What follows belongs to an exercise in optimizing a design on an open flow for small area and a short achievable clock period; a production flow would make more cautious choices.
RTL that was checked went through simulation tests only; none was proved equivalent to the original.
Power and IR drop assume default switching activity.

==> module ALU_PRE, before the edit <==
module ALU_PRE (
    input  wire [7:0] i_a,
    input  wire [7:0] i_an,
    input  wire [7:0] i_b,
    input  wire [7:0] i_bn,
    input  wire       i_hold,
    input  wire       i_la,
    input  wire       i_ladd,
    input  wire       i_ls,
    input  wire       i_lc,
    input  wire [7:0] i_xq,
    input  wire [7:0] i_yq,
    output wire [7:0] o_x,
    output wire [7:0] o_y
);
    genvar i;
    wire [7:0] gA, tA, gS, tS;
    generate
        for (i = 0; i < 8; i = i + 1) begin : g_l0
            NOR2  u_ga (.a(i_an[i]), .b(i_bn[i]), .y(gA[i]));
            NAND2 u_ta (.a(i_an[i]), .b(i_bn[i]), .y(tA[i]));
            NOR2  u_gs (.a(i_an[i]), .b(i_b[i]),  .y(gS[i]));
            NAND2 u_ts (.a(i_an[i]), .b(i_b[i]),  .y(tS[i]));
        end
    endgenerate
    wire [7:1] nca, ncs;
    CARRYKS u_ka (.g(gA), .t(tA), .nc(nca));
    CARRYKS u_ks (.g({gS[7:1], tS[0]}), .t(tS), .nc(ncs));
    wire [15:0] nib = {i_b, i_a};
    wire [3:0]  nc0n, nc1n, nc2n;
    generate
        for (i = 0; i < 4; i = i + 1) begin : g_nib
            PC4N u_pc (.lc(i_lc), .x(nib[4*i +: 4]),
                       .y0n(nc0n[i]), .y1n(nc1n[i]), .y2n(nc2n[i]));
        end
    endgenerate
    wire [7:0] cxn = {1'b1, nc2n[1], nc1n[1], nc0n[1], 1'b1, nc2n[0], nc1n[0], nc0n[0]};
    wire [7:0] cyn = {1'b1, nc2n[3], nc1n[3], nc0n[3], 1'b1, nc2n[2], nc1n[2], nc0n[2]};
    generate
        for (i = 0; i < 8; i = i + 1) begin : g_out
            wire h, n_g, n_h, n_hn, n_e, t, n_ca, n_cs, n_ey;
            XOR2  u_h   (.a(i_an[i]), .b(i_bn[i]), .y(h));
            NAND2 u_ng  (.a(i_la), .b(gA[i]), .y(n_g));
            NAND2 u_nh  (.a(i_ladd), .b(h), .y(n_h));
            NANDB u_nhn (.a(i_ls), .bn(h), .y(n_hn));
            NAND2 u_ne  (.a(i_hold), .b(i_xq[i]), .y(n_e));
            AND2  u_t   (.a(n_g), .b(n_e), .y(t));
            NAND4 u_x   (.a(n_h), .b(n_hn), .c(cxn[i]), .d(t), .y(o_x[i]));
            if (i == 0) begin : g_c0
                INV   u_ncs (.a(i_ls), .y(n_cs));
                assign n_ca = 1'b1;
            end else begin : g_cn
                NANDB u_nca (.a(i_ladd), .bn(nca[i]), .y(n_ca));
                NANDB u_ncs (.a(i_ls), .bn(ncs[i]), .y(n_cs));
            end
            NAND2 u_ney (.a(i_hold), .b(i_yq[i]), .y(n_ey));
            NAND4 u_y   (.a(n_ca), .b(n_cs), .c(cyn[i]), .d(n_ey), .y(o_y[i]));
        end
    endgenerate
endmodule
export LEC_CHECK = 0
export CAP_MARGIN = 20
export CORE_MARGIN = 2
export CORE_UTILIZATION = 40
export CTS_BUF_LIST = sky130_fd_sc_hd__clkbuf_16
export CTS_CLUSTER_DIAMETER = 100
export CTS_CLUSTER_SIZE = 24
export PLACE_DENSITY = 0.85
export SETUP_SLACK_MARGIN = 3.95
export SLEW_MARGIN = 20
export SYNTH_HIERARCHICAL = 1
export TNS_END_PERCENT = 100
create_clock -name core_clock -period 7.5 [get_ports {i_CLK}]
standard.sh (not shown) runs the stock make flow with config.mk's settings and CLKGATE_MAP_FILE= SYNTH_SCRIPT=/design/flow/synth_recipe.tcl, a recipe that flattens the netlist after the stock synthesis.
==> flow/flow/run.sh <==
#!/bin/bash
# The standard layout, except that the input and output port buffers are
# sky130_fd_sc_hd__buf_2 cells (buffer_ports otherwise picks a slow delay cell);
# timing repair resizes them like any other cell.
set -euo pipefail
export BUFFER_PORTS_ARGS="-buffer_cell sky130_fd_sc_hd__buf_2"
bash standard.sh > standard.log 2>&1
The first run passed the timing, DRC and antenna checks.
Next try:
--- a/flow/design.v
+++ b/flow/design.v
@@ -214,14 +214,22 @@
             NAND2 u_ne  (.a(i_hold), .b(i_xq[i]), .y(n_e));
             AND2  u_t   (.a(n_g), .b(n_e), .y(t));
-            NAND4 u_x   (.a(n_h), .b(n_hn), .c(cxn[i]), .d(t), .y(o_x[i]));
+            if (i == 3 || i == 7) begin : g_x3
+                NAND3 u_x (.a(n_h), .b(n_hn), .c(t), .y(o_x[i]));
+            end else begin : g_x4
+                NAND4 u_x (.a(n_h), .b(n_hn), .c(cxn[i]), .d(t), .y(o_x[i]));
+            end
+            NAND2 u_ney (.a(i_hold), .b(i_yq[i]), .y(n_ey));
             if (i == 0) begin : g_c0
                 INV   u_ncs (.a(i_ls), .y(n_cs));
-                assign n_ca = 1'b1;
+                NAND3 u_y   (.a(n_cs), .b(cyn[i]), .c(n_ey), .y(o_y[i]));
             end else begin : g_cn
                 NANDB u_nca (.a(i_ladd), .bn(nca[i]), .y(n_ca));
                 NANDB u_ncs (.a(i_ls), .bn(ncs[i]), .y(n_cs));
+                if (i == 3 || i == 7) begin : g_y3
+                    NAND3 u_y (.a(n_ca), .b(n_cs), .c(n_ey), .y(o_y[i]));
+                end else begin : g_y4
+                    NAND4 u_y (.a(n_ca), .b(n_cs), .c(cyn[i]), .d(n_ey), .y(o_y[i]));
+                end
             end
-            NAND2 u_ney (.a(i_hold), .b(i_yq[i]), .y(n_ey));
-            NAND4 u_y   (.a(n_ca), .b(n_cs), .c(cyn[i]), .d(n_ey), .y(o_y[i]));
         end
     endgenerate
Setup slack degrades by 0.038 ns.
Worst hold slack degrades by 0.015 ns.
Via count goes up by 0.73%.
Die area is about the same.
Register-to-register slack stays flat.
Total power goes down by 0.91%.
Sequential share of layout area goes up by 0.51 points.
Non-clock buffer count goes down by 2.
Area after synthesis stays flat.
Routed wire length goes down by about 2.7%.
Global-route usage goes down by 0.32 points.
Design area goes down by about 0.9%.


Setup of main:
CORE again, from the RTL that the note above started with.
==> flow/config.mk <==
export PLATFORM = sky130hd
export DESIGN_NAME = CORE
export DESIGN_NICKNAME = CORE
export VERILOG_FILES = /design/flow/design.v
export SDC_FILE = /design/flow/constraint.sdc
export NUM_CORES = 4
export LEC_CHECK = 0
export CAP_MARGIN = 20
export CORE_MARGIN = 2
export CORE_UTILIZATION = 40
export CTS_BUF_LIST = sky130_fd_sc_hd__clkbuf_16
export CTS_CLUSTER_DIAMETER = 100
export CTS_CLUSTER_SIZE = 24
export PLACE_DENSITY = 0.85
export SETUP_SLACK_MARGIN = 3.8
export SLEW_MARGIN = 20
export SYNTH_HIERARCHICAL = 1
export TNS_END_PERCENT = 100
==> flow/constraint.sdc <==
create_clock -name core_clock -period 7.5 [get_ports {i_CLK}]
set_input_delay 1.5000 -clock core_clock [delete_from_list [all_inputs] [get_ports {i_CLK}]]
set_output_delay 1.5000 -clock core_clock [all_outputs]
set_load 0.01 [all_outputs]
Scripts as last shown in full above: flow/flow/run.sh
The following lists how the feature branch was set up differently from main:
-- flow/design.v --
<<< main, line 214
            NAND2 u_ne  (.a(i_hold), .b(i_xq[i]), .y(n_e));
            AND2  u_t   (.a(n_g), .b(n_e), .y(t));
            NAND4 u_x   (.a(n_h), .b(n_hn), .c(cxn[i]), .d(t), .y(o_x[i]));
            if (i == 0) begin : g_c0
                INV   u_ncs (.a(i_ls), .y(n_cs));
                assign n_ca = 1'b1;
            end else begin : g_cn
                NANDB u_nca (.a(i_ladd), .bn(nca[i]), .y(n_ca));
                NANDB u_ncs (.a(i_ls), .bn(ncs[i]), .y(n_cs));
            end
            NAND2 u_ney (.a(i_hold), .b(i_yq[i]), .y(n_ey));
            NAND4 u_y   (.a(n_ca), .b(n_cs), .c(cyn[i]), .d(n_ey), .y(o_y[i]));
        end
    endgenerate
>>> the feature branch, line 214
            NAND2 u_ne  (.a(i_hold), .b(i_xq[i]), .y(n_e));
            AND2  u_t   (.a(n_g), .b(n_e), .y(t));
            if (i == 3 || i == 7) begin : g_x3
                NAND3 u_x (.a(n_h), .b(n_hn), .c(t), .y(o_x[i]));
            end else begin : g_x4
                NAND4 u_x (.a(n_h), .b(n_hn), .c(cxn[i]), .d(t), .y(o_x[i]));
            end
            NAND2 u_ney (.a(i_hold), .b(i_yq[i]), .y(n_ey));
            if (i == 0) begin : g_c0
                INV   u_ncs (.a(i_ls), .y(n_cs));
                NAND3 u_y   (.a(n_cs), .b(cyn[i]), .c(n_ey), .y(o_y[i]));
            end else begin : g_cn
                NANDB u_nca (.a(i_ladd), .bn(nca[i]), .y(n_ca));
                NANDB u_ncs (.a(i_ls), .bn(ncs[i]), .y(n_cs));
                if (i == 3 || i == 7) begin : g_y3
                    NAND3 u_y (.a(n_ca), .b(n_cs), .c(n_ey), .y(o_y[i]));
                end else begin : g_y4
                    NAND4 u_y (.a(n_ca), .b(n_cs), .c(cyn[i]), .d(n_ey), .y(o_y[i]));
                end
            end
        end
    endgenerate
Results
- The area after synthesis of the feature branch and that of main are within noise of each other.
- Across both runs, post-layout minimum cycle time was higher for the feature branch than for main.
- The feature branch reached the end of the flow, and the finished layout is clean on the timing, DRC and antenna checks.
- The feature branch and main ended up with nearly the same effective utilization at floorplan.
- Comparing main against the feature branch, there is no change at all in number of antenna diodes.
- Changes observed in the feature branch relative to main: tightest hold margin went down 20 ps; clock share of power increased 0.2 points; count of clock-buffer cells in the layout flat.
- Sum of routed wire length over all layers on the feature branch is ahead of main.
- Between main and the feature branch, the flow reports switching power of the nets decreasing slightly.
- Comparing the feature branch and main, the higher combinational cell fraction of total power was measured on main.


run D:
CORE again, from the RTL that the note above started with.
==> module PC4N, before the edit <==
module PC4N (
    input  wire       lc,
    input  wire [3:0] x,
    output wire       y0n, y1n, y2n
);
    wire h0, k0, par, n1, n2, m, ge2, ne4, all4;
    XOR2  u_h  (.a(x[0]), .b(x[1]), .y(h0));
    XOR2  u_k  (.a(x[2]), .b(x[3]), .y(k0));
    XOR2  u_c  (.a(h0), .b(k0), .y(par));
    NAND2 u_0  (.a(par), .b(lc), .y(y0n));
    NAND2 u_n1 (.a(x[0]), .b(x[1]), .y(n1));
    NAND2 u_n2 (.a(x[2]), .b(x[3]), .y(n2));
    NAND2 u_m  (.a(h0), .b(k0), .y(m));
    NAND3 u_g2 (.a(n1), .b(n2), .c(m), .y(ge2));      
    NAND4 u_n4 (.a(x[0]), .b(x[1]), .c(x[2]), .d(x[3]), .y(ne4));
    NAND3 u_1  (.a(lc), .b(ge2), .c(ne4), .y(y1n));
    NOR2  u_a4 (.a(n1), .b(n2), .y(all4));
    NAND2 u_2  (.a(all4), .b(lc), .y(y2n));
endmodule
==> flow/config.mk <==
export PLATFORM = sky130hd
export DESIGN_NAME = CORE
export DESIGN_NICKNAME = CORE
export VERILOG_FILES = /design/flow/design.v
export SDC_FILE = /design/flow/constraint.sdc
export NUM_CORES = 4
export LEC_CHECK = 0
export CAP_MARGIN = 20
export CORE_MARGIN = 2
export CORE_UTILIZATION = 40
export CTS_BUF_LIST = sky130_fd_sc_hd__clkbuf_16
export CTS_CLUSTER_DIAMETER = 100
export CTS_CLUSTER_SIZE = 24
export SETUP_SLACK_MARGIN = 3.8
export SLEW_MARGIN = 20
export SYNTH_HIERARCHICAL = 1
export TNS_END_PERCENT = 5
==> flow/constraint.sdc <==
create_clock -name core_clock -period 7.5 [get_ports {i_CLK}]
set_input_delay 1.5000 -clock core_clock [delete_from_list [all_inputs] [get_ports {i_CLK}]]
set_output_delay 1.5000 -clock core_clock [all_outputs]
set_load 0.01 [all_outputs]
Scripts as last shown in full above: flow/flow/run.sh
Setup changes, run D to run C
==> flow/design.v, changed modules only <==
module PC4X (
    input  wire [3:0] x,
    output wire       c0
);
    wire h0, k0;
    XOR2 u_h (.a(x[0]), .b(x[1]), .y(h0));
    XOR2 u_k (.a(x[2]), .b(x[3]), .y(k0));
    XOR2 u_c (.a(h0), .b(k0), .y(c0));
endmodule
module NC1N (
    input  wire       lc,
    input  wire [3:0] x,
    output wire       y
);
    wire ge2 = (x[0] & x[1]) | (x[0] & x[2]) | (x[0] & x[3]) |
               (x[1] & x[2]) | (x[1] & x[3]) | (x[2] & x[3]);
    assign y = !(lc & ge2 & !(&x));
endmodule
module NC2N (
    input  wire       lc,
    input  wire [3:0] x,
    output wire       y
);
    assign y = !(lc & (&x));
endmodule
module ALU_PRE (
    input  wire [7:0] i_a,
    input  wire [7:0] i_an,
    input  wire [7:0] i_b,
    input  wire [7:0] i_bn,
    input  wire       i_hold,
    input  wire       i_la,
    input  wire       i_ladd,
    input  wire       i_ls,
    input  wire       i_lc,
    input  wire [7:0] i_xq,
    input  wire [7:0] i_yq,
    output wire [7:0] o_x,
    output wire [7:0] o_y
);
    genvar i;
    wire [7:0] gA, tA, gS, tS;
    generate
        for (i = 0; i < 8; i = i + 1) begin : g_l0
            NOR2  u_ga (.a(i_an[i]), .b(i_bn[i]), .y(gA[i]));
            NAND2 u_ta (.a(i_an[i]), .b(i_bn[i]), .y(tA[i]));
            NOR2  u_gs (.a(i_an[i]), .b(i_b[i]),  .y(gS[i]));
            NAND2 u_ts (.a(i_an[i]), .b(i_b[i]),  .y(tS[i]));
        end
    endgenerate
    wire [7:1] nca, ncs;
    CARRYKS u_ka (.g(gA), .t(tA), .nc(nca));
    CARRYKS u_ks (.g({gS[7:1], tS[0]}), .t(tS), .nc(ncs));
    wire [15:0] nib = {i_b, i_a};
    wire [3:0]  nc0n, nc1n, nc2n;
    generate
        for (i = 0; i < 4; i = i + 1) begin : g_nib
            wire [3:0] x = nib[4*i +: 4];
            wire par;
            PC4X  u_par (.x(x), .c0(par));
            NAND2 u_n0  (.a(par), .b(i_lc), .y(nc0n[i]));
            NC1N  u_n1  (.lc(i_lc), .x(x), .y(nc1n[i]));
            NC2N  u_n2  (.lc(i_lc), .x(x), .y(nc2n[i]));
        end
    endgenerate
    wire [7:0] cxn = {1'b1, nc2n[1], nc1n[1], nc0n[1], 1'b1, nc2n[0], nc1n[0], nc0n[0]};
    wire [7:0] cyn = {1'b1, nc2n[3], nc1n[3], nc0n[3], 1'b1, nc2n[2], nc1n[2], nc0n[2]};
    generate
        for (i = 0; i < 8; i = i + 1) begin : g_out
            wire h, hn, n_g, n_h, n_hn, n_e, t, n_ca, n_cs, n_ey;
            XOR2  u_h   (.a(i_an[i]), .b(i_bn[i]), .y(h));
            XNOR2 u_hn  (.a(i_an[i]), .b(i_bn[i]), .y(hn));
            NAND2 u_ng  (.a(i_la), .b(gA[i]), .y(n_g));
            NAND2 u_nh  (.a(i_ladd), .b(h), .y(n_h));
            NAND2 u_nhn (.a(i_ls), .b(hn), .y(n_hn));
            NAND2 u_ne  (.a(i_hold), .b(i_xq[i]), .y(n_e));
            AND2  u_t   (.a(n_g), .b(n_e), .y(t));
            NAND4 u_x   (.a(n_h), .b(n_hn), .c(cxn[i]), .d(t), .y(o_x[i]));
            if (i == 0) begin : g_c0
                INV   u_ncs (.a(i_ls), .y(n_cs));
                assign n_ca = 1'b1;
            end else begin : g_cn
                NANDB u_nca (.a(i_ladd), .bn(nca[i]), .y(n_ca));
                NANDB u_ncs (.a(i_ls), .bn(ncs[i]), .y(n_cs));
            end
            NAND2 u_ney (.a(i_hold), .b(i_yq[i]), .y(n_ey));
            NAND4 u_y   (.a(n_ca), .b(n_cs), .c(cyn[i]), .d(n_ey), .y(o_y[i]));
        end
    endgenerate
endmodule
// module PC4N removed
==> run summary <==
Re final total power: run D and run C aren't equal, and the lower value belongs to run D.
The lower clock period minus worst slack of run D and run C is in run C.
Re required time at the endpoint of the critical path: run D and run C aren't equal, and the higher value belongs to run D.
Higher core utilization of the finished layout was reported by run C, not run D.
Per the comparison of run C with run D, total wire length after detailed routing rose 4.4%; least setup slack across all paths after layout rose 6.6 ps; total standard cell area after synthesis rose about 0.8%.
Only the layout flow was run in run C; the RTL was not checked for function there.


Setup of juniper:
The RTL this note starts from:
==> flow/design.v <==
module O22AI (
    input  wire a1, a2, b1, b2,
    output wire y
);
    assign y = ~((a1 | a2) & (b1 | b2));
endmodule
module NOR2 (
    input  wire a, b,
    output wire y
);
    assign y = ~(a | b);
endmodule
module NAND4 (
    input  wire a, b, c, d,
    output wire y
);
    assign y = ~(a & b & c & d);
endmodule
module NOR16 (
    input  wire [15:0] x,
    output wire        y
);
    wire [7:0] n;
    wire [1:0] m;
    genvar i;
    generate
        for (i = 0; i < 8; i = i + 1) begin : g_n
            NOR2 u_n (.a(x[2*i]), .b(x[2*i+1]), .y(n[i]));
        end
    endgenerate
    NAND4 u_m0 (.a(n[0]), .b(n[1]), .c(n[2]), .d(n[3]), .y(m[0]));
    NAND4 u_m1 (.a(n[4]), .b(n[5]), .c(n[6]), .d(n[7]), .y(m[1]));
    NOR2  u_y  (.a(m[0]), .b(m[1]), .y(y));
endmodule
module DEC5N (
    input  wire [4:0]  a,
    output wire [31:1] n
);
    genvar k;
    generate
        for (k = 1; k < 32; k = k + 1) begin : g_dec
            assign n[k] = (a != k);
        end
    endgenerate
endmodule
module XOR2 (
    input  wire a, b,
    output wire y
);
    assign y = a ^ b;
endmodule
module PC4 (
    input  wire [3:0] x,
    output wire [2:0] c
);
    wire h0, k0, h1, k1, hk;
    XOR2 u_h (.a(x[0]), .b(x[1]), .y(h0));
    XOR2 u_k (.a(x[2]), .b(x[3]), .y(k0));
    assign h1 = x[0] & x[1];
    assign k1 = x[2] & x[3];
    XOR2 u_c0 (.a(h0), .b(k0), .y(c[0]));
    XOR2 u_hk (.a(h1), .b(k1), .y(hk));
    assign c[1] = hk | (h0 & k0);
    assign c[2] = h1 & k1;
endmodule
module PC8 (
    input  wire [7:0] x,
    output wire [3:0] c
);
    wire [2:0] u, v;
    PC4 u_lo (.x(x[3:0]), .c(u));
    PC4 u_hi (.x(x[7:4]), .c(v));
    wire c1 = u[0] & v[0];
    wire uv1;
    XOR2 u_0 (.a(u[0]), .b(v[0]), .y(c[0]));
    XOR2 u_1 (.a(u[1]), .b(v[1]), .y(uv1));
    XOR2 u_2 (.a(uv1), .b(c1), .y(c[1]));
    wire c2 = (u[1] & v[1]) | ((u[1] | v[1]) & c1);
    assign c[2] = (u[2] ^ v[2]) | c2;
    assign c[3] = u[2] & v[2];
endmodule
module CARRY8 (
    input  wire [7:0] g,
    input  wire [7:0] t,
    input  wire       cin,
    output wire [7:0] o_c
);
    wire [7:0] g0 = {g[7:1], g[0] | (t[0] & cin)};
    wire [7:0] g1, p1, g2, p2, g3;
    genvar i;
    generate
        for (i = 0; i < 8; i = i + 1) begin : g_ks
            if (i >= 1) begin : l1
                assign g1[i] = g0[i] | (t[i] & g0[i-1]);
                assign p1[i] = t[i] & t[i-1];
            end else begin : l1n
                assign g1[i] = g0[i];
                assign p1[i] = t[i];
            end
            if (i >= 2) begin : l2
                assign g2[i] = g1[i] | (p1[i] & g1[i-2]);
                assign p2[i] = p1[i] & p1[i-2];
            end else begin : l2n
                assign g2[i] = g1[i];
                assign p2[i] = p1[i];
            end
            if (i >= 4) begin : l3
                assign g3[i] = g2[i] | (p2[i] & g2[i-4]);
            end else begin : l3n
                assign g3[i] = g2[i];
            end
        end
    endgenerate
    assign o_c = {g3[6:0], cin};
endmodule
module ALU_PRE (
    input  wire [1:0] i_op,
    input  wire [7:0] i_a,
    input  wire [7:0] i_b,
    input  wire       i_load,       
    input  wire [7:0] i_xq,
    input  wire [7:0] i_yq,
    output wire [7:0] o_x,
    output wire [7:0] o_y
);
    wire addop = (i_op == 2'b00);
    wire sub   = (i_op == 2'b01);
    wire andop = (i_op == 2'b10);
    wire cntop = (i_op == 2'b11);
    wire [7:0] h;
    genvar i;
    generate
        for (i = 0; i < 8; i = i + 1) begin : g_bit
            XOR2 u_h (.a(i_a[i]), .b(i_b[i]), .y(h[i]));
        end
    endgenerate
    wire [7:0] g = i_a & i_b;
    wire [7:0] ca, cs;
    CARRY8 u_cadd (.g(g), .t(i_a | i_b), .cin(1'b0), .o_c(ca));
    CARRY8 u_csub (.g(i_a & ~i_b), .t(i_a | ~i_b), .cin(1'b1), .o_c(cs));
    wire [3:0] na, nb;
    PC8 u_ca (.x(i_a), .c(na));
    PC8 u_cb (.x(i_b), .c(nb));
    wire [7:0] hold = {8{!i_load}};
    wire [7:0] ld   = {8{i_load}};
    assign o_x = (hold & i_xq) |
                 (ld & (({8{cntop}} & {4'd0, na}) | ({8{andop}} & g) |
                        ({8{addop}} & h) | ({8{sub}} & ~h)));
    assign o_y = (hold & i_yq) |
                 (ld & (({8{cntop}} & {4'd0, nb}) | ({8{addop}} & ca) |
                        ({8{sub}} & cs)));
endmodule
module ALU_POST (
    input  wire       i_cnt,
    input  wire [7:0] i_x,
    input  wire [7:0] i_y,
    output wire [7:0] o_r
);
    wire [3:0] gg = i_x[3:0] & i_y[3:0];
    wire [3:0] tt = i_x[3:0] | i_y[3:0];
    wire [4:1] c;
    assign c[1] = i_cnt & gg[0];
    assign c[2] = i_cnt & (gg[1] | (tt[1] & gg[0]));
    assign c[3] = i_cnt & (gg[2] | (tt[2] & gg[1]) | (tt[2] & tt[1] & gg[0]));
    assign c[4] = i_cnt & gg[3];
    wire [7:0] pp;
    wire [4:1] s;
    genvar i;
    generate
        for (i = 0; i < 8; i = i + 1) begin : g_pp
            XOR2 u_pp (.a(i_x[i]), .b(i_y[i]), .y(pp[i]));
        end
        for (i = 1; i < 5; i = i + 1) begin : g_s
            XOR2 u_s (.a(pp[i]), .b(c[i]), .y(s[i]));
        end
    endgenerate
    assign o_r = {pp[7:5], s[4:1], pp[0]};
endmodule
module RDBIT (
    input  wire [31:1] nsel,
    input  wire [31:1] nd,
    output wire        y
);
    wire [15:0] t;
    genvar k;
    generate
        for (k = 0; k < 15; k = k + 1) begin : g_pair
            O22AI u_p (.a1(nsel[2*k+1]), .a2(nd[2*k+1]),
                       .b1(nsel[2*k+2]), .b2(nd[2*k+2]), .y(t[k]));
        end
    endgenerate
    NOR2 u_last (.a(nsel[31]), .b(nd[31]), .y(t[15]));
    wire yn;
    NOR16 u_or (.x(t), .y(yn));
    assign y = ~yn;
endmodule
module RDPORT (
    input  wire [4:0]   i_addr,
    input  wire [247:0] i_nd,       
    output wire [7:0]   o_data
);
    wire [31:1] nsel;
    DEC5N u_dec (.a(i_addr), .n(nsel));
    genvar b, k;
    generate
        for (b = 0; b < 8; b = b + 1) begin : g_bit
            wire [31:1] col;
            for (k = 1; k < 32; k = k + 1) begin : g_col
                assign col[k] = i_nd[8*(k-1)+b];
            end
            RDBIT u_bit (.nsel(nsel), .nd(col), .y(o_data[b]));
        end
    endgenerate
endmodule
module CORE #(
    parameter DATA_WIDTH = 8
)
(
    input wire i_CLK,
    input wire i_RSTn,
    input wire [31:0] i_instr,
    input wire i_valid,
    input wire i_ready1,
    output reg o_ready,
    output wire [DATA_WIDTH-1:0] o_data1,
    output wire o_valid1
);
    wire [1:0] op  = i_instr[31:30];
    wire [4:0] rd  = i_instr[29:25];
    wire [4:0] rs0 = i_instr[24:20];
    wire [4:0] rs1 = i_instr[19:15];
    reg       alu_valid;         
    reg [4:0] pend_dest;         
    reg [1:0] alu_oper;
    reg [4:0] wb_dest;
    reg       last_alu_valid;
    reg       st_show;           
    reg       st_hold;           
    wire hazard = alu_valid && (pend_dest != 5'd0) &&
                  ((rs0 == pend_dest) || (rs1 == pend_dest));
    wire alu_ready = !st_hold;
    wire load = !st_show || (!st_hold && i_ready1);
    wire wen  = st_show && i_ready1;
    assign o_valid1 = st_show;
    always @(posedge i_CLK) begin
        pend_dest <= rd;
        alu_oper  <= op;
    end
    always @(posedge i_CLK)
        if (alu_valid && alu_ready)
            wb_dest <= pend_dest;
    always @(posedge i_CLK or negedge i_RSTn)
        if (!i_RSTn) begin
            o_ready        <= 1'b0;
            alu_valid      <= 1'b0;
            last_alu_valid <= 1'b0;
            st_show        <= 1'b0;
            st_hold        <= 1'b0;
        end else begin
            o_ready        <= !hazard;
            alu_valid      <= i_valid && !hazard && alu_ready;
            last_alu_valid <= alu_valid;
            if (!st_show) begin
                st_show <= alu_valid;
            end else if (!st_hold) begin
                if (!i_ready1)
                    st_hold <= 1'b1;
                else if (!alu_valid)
                    st_show <= 1'b0;
            end else if (i_ready1) begin
                st_hold <= 1'b0;
                st_show <= last_alu_valid;
            end
        end
    reg  [247:0] rfn;            
    wire [7:0]   rd0, rd1;
    wire         rst = !i_RSTn;
    genvar k;
    generate
        for (k = 1; k < 32; k = k + 1) begin : g_row
            localparam [7:0] INIT = (k == 1) ? 8'd10 : (k == 2) ? 8'd5 : 8'd0;
            wire we = rst || (wen && wb_dest == k);
            always @(posedge i_CLK)
                if (we)
                    rfn[8*(k-1) +: 8] <= rst ? ~INIT : ~o_data1;
        end
    endgenerate
    RDPORT u_rd0 (.i_addr(rs0), .i_nd(rfn), .o_data(rd0));
    RDPORT u_rd1 (.i_addr(rs1), .i_nd(rfn), .o_data(rd1));
    reg        res_cnt;
    reg  [7:0] res_x, res_y;
    wire [7:0] pre_x, pre_y;
    ALU_PRE u_pre (.i_op(alu_oper), .i_a(rd0), .i_b(rd1), .i_load(load),
                   .i_xq(res_x), .i_yq(res_y), .o_x(pre_x), .o_y(pre_y));
    always @(posedge i_CLK) begin
        res_x <= pre_x;
        res_y <= pre_y;
        if (load)
            res_cnt <= (alu_oper == 2'b11);
    end
    ALU_POST u_post (.i_cnt(res_cnt), .i_x(res_x), .i_y(res_y), .o_r(o_data1));
endmodule
Settings: LEC_CHECK=0, CAP_MARGIN=20, CORE_MARGIN=2, CORE_UTILIZATION=40, CTS_BUF_LIST=sky130_fd_sc_hd__clkbuf_16, CTS_CLUSTER_DIAMETER=100, CTS_CLUSTER_SIZE=24, SETUP_SLACK_MARGIN=3.8, SLEW_MARGIN=20, SYNTH_HIERARCHICAL=1, TNS_END_PERCENT=5; clock period 7.5 ns.
run.sh (not shown) runs the stock make flow with config.mk's settings and CLKGATE_MAP_FILE= SYNTH_SCRIPT=/design/flow/synth_recipe.tcl, a recipe that flattens the netlist after the stock synthesis.
Stock flow here: none of the scripts above is used.
juniper went all the way through the flow, and no timing, DRC or antenna check failed.
Edits applied to the flow inputs when going from juniper to tundra:
--- a/flow/design.v
+++ b/flow/design.v
@@ -122,34 +122,32 @@
     input  wire [7:0] i_yq,
     output wire [7:0] o_x,
     output wire [7:0] o_y
 );
-    wire addop = (i_op == 2'b00);
     wire sub   = (i_op == 2'b01);
     wire andop = (i_op == 2'b10);
     wire cntop = (i_op == 2'b11);
-    wire [7:0] h;
+    wire asop  = !i_op[1];
+    wire [7:0] bb, p, c;
+    wire [3:0] ca, cb;
     genvar i;
     generate
         for (i = 0; i < 8; i = i + 1) begin : g_bit
-            XOR2 u_h (.a(i_a[i]), .b(i_b[i]), .y(h[i]));
+            XOR2 u_bb (.a(i_b[i]), .b(sub), .y(bb[i]));
+            XOR2 u_p  (.a(i_a[i]), .b(bb[i]), .y(p[i]));
         end
     endgenerate
-    wire [7:0] g = i_a & i_b;
-    wire [7:0] ca, cs;
-    CARRY8 u_cadd (.g(g), .t(i_a | i_b), .cin(1'b0), .o_c(ca));
-    CARRY8 u_csub (.g(i_a & ~i_b), .t(i_a | ~i_b), .cin(1'b1), .o_c(cs));
-    wire [3:0] na, nb;
-    PC8 u_ca (.x(i_a), .c(na));
-    PC8 u_cb (.x(i_b), .c(nb));
+    wire [7:0] g = i_a & bb;
+    wire [7:0] t = i_a | bb;
+    CARRY8 u_carry (.g(g), .t(t), .cin(sub), .o_c(c));
+    PC8 u_ca (.x(i_a), .c(ca));
+    PC8 u_cb (.x(i_b), .c(cb));
     wire [7:0] hold = {8{!i_load}};
     wire [7:0] ld   = {8{i_load}};
     assign o_x = (hold & i_xq) |
-                 (ld & (({8{cntop}} & {4'd0, na}) | ({8{andop}} & g) |
-                        ({8{addop}} & h) | ({8{sub}} & ~h)));
+                 (ld & (({8{cntop}} & {4'd0, ca}) | ({8{andop}} & g) | ({8{asop}} & p)));
     assign o_y = (hold & i_yq) |
-                 (ld & (({8{cntop}} & {4'd0, nb}) | ({8{addop}} & ca) |
-                        ({8{sub}} & cs)));
+                 (ld & (({8{cntop}} & {4'd0, cb}) | ({8{asop}} & c)));
 endmodule
 module ALU_POST (
     input  wire       i_cnt,
     input  wire [7:0] i_x,
Results
tundra vs juniper: worst slack on hold paths up in tundra. There was hardly any difference in proportion of cell area occupied by multi-input gates between tundra and juniper. | clock power | lower: tundra |. In the metrics for tundra and juniper, the one carrying the higher width of the die is juniper. Startpoint of the worst setup timing path = i_instr[16]: tundra; startpoint of the worst setup timing path = i_instr[18]: juniper. Sort tundra and juniper by synthesized cell area desc -> top: juniper. Higher design area was reported by juniper, not tundra. Height of the die went down slightly going from juniper to tundra. The critical-path cell with the highest stage delay comes out sky130_fd_sc_hd__or2_2 in one run and sky130_fd_sc_hd__nand4_1 in the other, namely in tundra and juniper respectively.
Only the layout flow was run in juniper; the RTL was not checked for function there.

-- port drivers added, routing unchanged --
No port has a modelled driver above. Below, the same layouts with a new extraction and two added sets of constraints.
Step 1 sets driving cells, clkbuf_16 on the clock port and buf_2 on the other inputs (assumed; they add their load-dependent delay and slew).
Step 2, shift: input delay + t, output delay - t, t = (earliest + latest rising clock arrival at the registers) / 2. This alone moves slack from input paths to output paths.
Slacks: ideal / step 1 / step 2; pairs: ideal / step 1.
run | t (ns) | setup slack, ns | hold slack, ns | worst setup path after step 2 | latest minus earliest clock arrival (ns)
the first run of note 1 | 0.540 | 3.889 / 3.841 / 3.461 | 0.458 / 0.458 / 0.458 | input to register | 0.030 / 0.030
the second run of note 1 | 0.536 | 3.851 / 3.802 / 3.420 | 0.443 / 0.443 / 0.443 | input to register | 0.016 / 0.016
main | 0.540 | 3.861 / 3.843 / 3.346 | 0.461 / 0.461 / 0.461 | input to register | 0.031 / 0.031
the feature branch | 0.532 | 3.813 / 3.811 / 3.306 | 0.442 / 0.442 / 0.442 | input to register | 0.021 / 0.020
run D | 0.558 | 3.785 / 3.789 / 3.243 | 0.469 / 0.469 / 0.469 | input to register | 0.027 / 0.027
run C | 0.558 | 3.792 / 3.821 / 3.265 | 0.443 / 0.443 / 0.443 | input to register | 0.030 / 0.029
juniper | 0.563 | 3.656 / 3.587 / 3.024 | 0.381 / 0.381 / 0.381 | input to register | 0.025 / 0.024
tundra | 0.554 | 3.638 / 3.565 / 3.011 | 0.387 / 0.387 / 0.387 | input to register | 0.036 / 0.036
After both steps every run listed still meets setup and hold. The setup slack of juniper, which loses most, moves by -0.069 ns with the drivers and by -0.632 ns with both steps.
